What follows belongs to an exercise in optimizing a design on an open flow for small area; a production flow would make more cautious choices.
The RTL was checked by simulation tests, not by an equivalence proof against the original design.
Power is estimated from default activity; no workload was simulated.

run a:
Design systolic_pe_array, start of the top module:
module systolic_pe_array(clk,rst,load_wght,ifmap0,ifmap1,ifmap2,ifmap3,ifmap4,ifmap5,ifmap6,ifmap7,wght0,wght1,wght2,wght3,wght4,wght5,wght6,wght7,sum_in0,sum_in1,sum_in2,sum_in3,sum_in4,sum_in5,sum_in6,sum_in7,accum0,accum1,accum2,accum3,accum4,accum5,accum6,accum7);
Size: roughly 170000 um2 of cells after synthesis.
Settings: LEC_CHECK=0, CAP_MARGIN=20, CORE_MARGIN=2, CORE_UTILIZATION=65, CTS_BUF_LIST=sky130_fd_sc_hd__clkbuf_16, CTS_CLUSTER_DIAMETER=80, CTS_CLUSTER_SIZE=30, GPL_TIMING_DRIVEN=0, SLEW_MARGIN=20; clock period 5.5 ns.
standard.sh (not shown) runs the stock make flow with config.mk's settings and CLKGATE_MAP_FILE= SYNTH_SCRIPT=/design/flow/synth_recipe.tcl, a recipe that flattens the netlist after the stock synthesis.
==> flow/flow/run.sh <==
#!/bin/bash
set -euo pipefail
W=$PWD
export MY_FLOW_DIR=$W/flow
grep -q 'SYNTH_SCRIPT=' standard.sh
sed -e "s#SYNTH_SCRIPT=[^ ]*#SYNTH_SCRIPT=$W/flow/synth.tcl ADDER_MAP_FILE= 'BUFFER_PORTS_ARGS=-buffer_cell sky130_fd_sc_hd__buf_1' 'CTS_ARGS=-sink_clustering_enable -repair_clock_nets -dont_use_dummy_load -sink_clustering_size 30 -sink_clustering_max_diameter 80 -buf_list sky130_fd_sc_hd__clkbuf_16'#" standard.sh > my_standard.sh
bash my_standard.sh "$@" > flow_make.log 2>&1
Other scripts of this flow, unchanged in this note and not shown: flow/flow/cells_map.v, flow/flow/synth.tcl
Run a: all stages complete, timing, DRC and antenna checks passed
[inputs] run b vs run a
Settings: a change of CTS_CLUSTER_SIZE from 30 to 34.
==> flow/flow/run.sh <==
#!/bin/bash
set -euo pipefail
W=$PWD
export MY_FLOW_DIR=$W/flow
grep -q 'SYNTH_SCRIPT=' standard.sh
sed -e "s#SYNTH_SCRIPT=[^ ]*#SYNTH_SCRIPT=$W/flow/synth.tcl ADDER_MAP_FILE= 'BUFFER_PORTS_ARGS=-buffer_cell sky130_fd_sc_hd__buf_1' 'CTS_ARGS=-sink_clustering_enable -repair_clock_nets -dont_use_dummy_load -sink_clustering_size 34 -sink_clustering_max_diameter 80 -buf_list sky130_fd_sc_hd__clkbuf_16'#" standard.sh > my_standard.sh
bash my_standard.sh "$@" > flow_make.log 2>&1
## What came out
- Taking run a as the reference, in run b met1 usage roughly the same, combinational share of power increased by 0.2 points relative to the old numbers, global-route usage neither gained nor lost much.
- Run a and run b ended up with nearly the same register-to-register slack.
- Highest layer used for signal routing = met5: run a; highest layer used for signal routing = met4: run b
- Share of the cycle needed by the critical path after routing: run b vs run a down 0.25 points
- The power density over the cells on run b is in line with that on run a.

========
Another version of the RTL of systolic_pe_array (not shown whole).
For scale: ~14000 cells after synthesis, roughly 390 I/O pins.
Settings: LEC_CHECK=0, CAP_MARGIN=20, CORE_MARGIN=2, CORE_UTILIZATION=65, CTS_BUF_LIST=sky130_fd_sc_hd__clkbuf_16, CTS_CLUSTER_DIAMETER=80, CTS_CLUSTER_SIZE=30, GPL_TIMING_DRIVEN=0, SLEW_MARGIN=20; clock period 5.5 ns.
==> flow/flow/run.sh <==
#!/bin/bash
set -euo pipefail
W=$PWD
export MY_FLOW_DIR=$W/flow
grep -q 'SYNTH_SCRIPT=' standard.sh
sed -e "s#SYNTH_SCRIPT=[^ ]*#SYNTH_SCRIPT=$W/flow/synth.tcl ADDER_MAP_FILE= 'BUFFER_PORTS_ARGS=-buffer_cell sky130_fd_sc_hd__buf_1' 'CTS_ARGS=-sink_clustering_enable -repair_clock_nets -dont_use_dummy_load -sink_clustering_size 30 -sink_clustering_max_diameter 80 -buf_list sky130_fd_sc_hd__clkbuf_16'#" standard.sh > my_standard.sh
bash my_standard.sh "$@" > flow_make.log 2>&1
Other scripts of this flow, unchanged in this note and not shown: flow/flow/cells_map.v, flow/flow/synth.tcl
The starting point finished clean.
Rerun with:
CORE_UTILIZATION = 55   (was 65)
Result: Fmax is higher by about 0.53%; final area climbs by about 0.55%; wire length rises by 1.8%; setup slack gets better by 0.028 ns; count of clock-buffer cells in the layout grows by 8; global-route usage drops by 4.0 points; sequential cell count is unchanged.
Rerun with:
==> flow/flow/run.sh (replaced) <==
#!/bin/bash
set -euo pipefail
W=$PWD
export MY_FLOW_DIR=$W/flow
grep -q 'SYNTH_SCRIPT=' standard.sh
sed -e "s#SYNTH_SCRIPT=[^ ]*#SYNTH_SCRIPT=$W/flow/synth.tcl ADDER_MAP_FILE= 'BUFFER_PORTS_ARGS=-buffer_cell sky130_fd_sc_hd__buf_1'#" standard.sh > my_standard.sh
bash my_standard.sh "$@" > flow_make.log 2>&1
GPL_TIMING_DRIVEN = unset   (was 0)
After rerunning: Power goes up by 2.0%; die area does not change; count of clock-buffer cells in the layout goes up by 2; hold slack improved by 0.014 ns; combinational power stays flat; routed wire length hardly moves; design area goes up by 3.1%; utilization goes up by 1.9 points; via count goes up by 1.9%.
Rerun with:
CTS_BUF_LIST = sky130_fd_sc_hd__clkbuf_8   (was sky130_fd_sc_hd__clkbuf_16)
CTS_CLUSTER_DIAMETER = 50   (was 80)
CTS_CLUSTER_SIZE = 18   (was 30)
Result: Global-route usage went up by 0.20 points; sequential share of layout area went down by 0.60 points; cell area went up by about 1.7%.

-- port drivers added, routing unchanged --
Ports are ideal in the flow. The routed layouts listed here were re-timed in OpenROAD.
Step 1 (the two cells are an assumption about what drives the block):
set clk [get_ports {clk}]
set_driving_cell -lib_cell sky130_fd_sc_hd__clkbuf_16 $clk
set_driving_cell -lib_cell sky130_fd_sc_hd__buf_2 [delete_from_list [all_inputs] $clk]
Step 2 also shifts input and output timing later by t, the mid clock arrival at the registers, as if the neighbouring blocks saw the same clock.
Slacks: ideal / step 1 / step 2; pairs: ideal / step 1.
run	t, ns	setup WS [ns]	worst setup path after step 2	slew at the worst register clock pin (ns)	cell pins on the clock port's net
run a	0.932	0.172 / 0.172 / -0.552	input to register	0.11 / 0.11	1
run b	0.909	0.186 / 0.186 / -0.528	input to register	0.12 / 0.12	1
the first run of note 2	0.964	0.166 / 0.166 / 0.166	register to register	0.11 / 0.11	1
the second run of note 2	0.972	0.194 / 0.194 / 0.194	register to register	0.11 / 0.11	1
the third run of note 2	0.990	0.313 / 0.313 / 0.313	register to register	0.11 / 0.11	1
the fourth run of note 2	1.185	0.278 / 0.278 / 0.278	register to register	0.10 / 0.10	1
With both steps, setup timing fails in run a and run b, where it was met with ideal ports. The setup slack of run a, which loses most, moves by 0.000 ns with the drivers and by -0.724 ns with both steps.
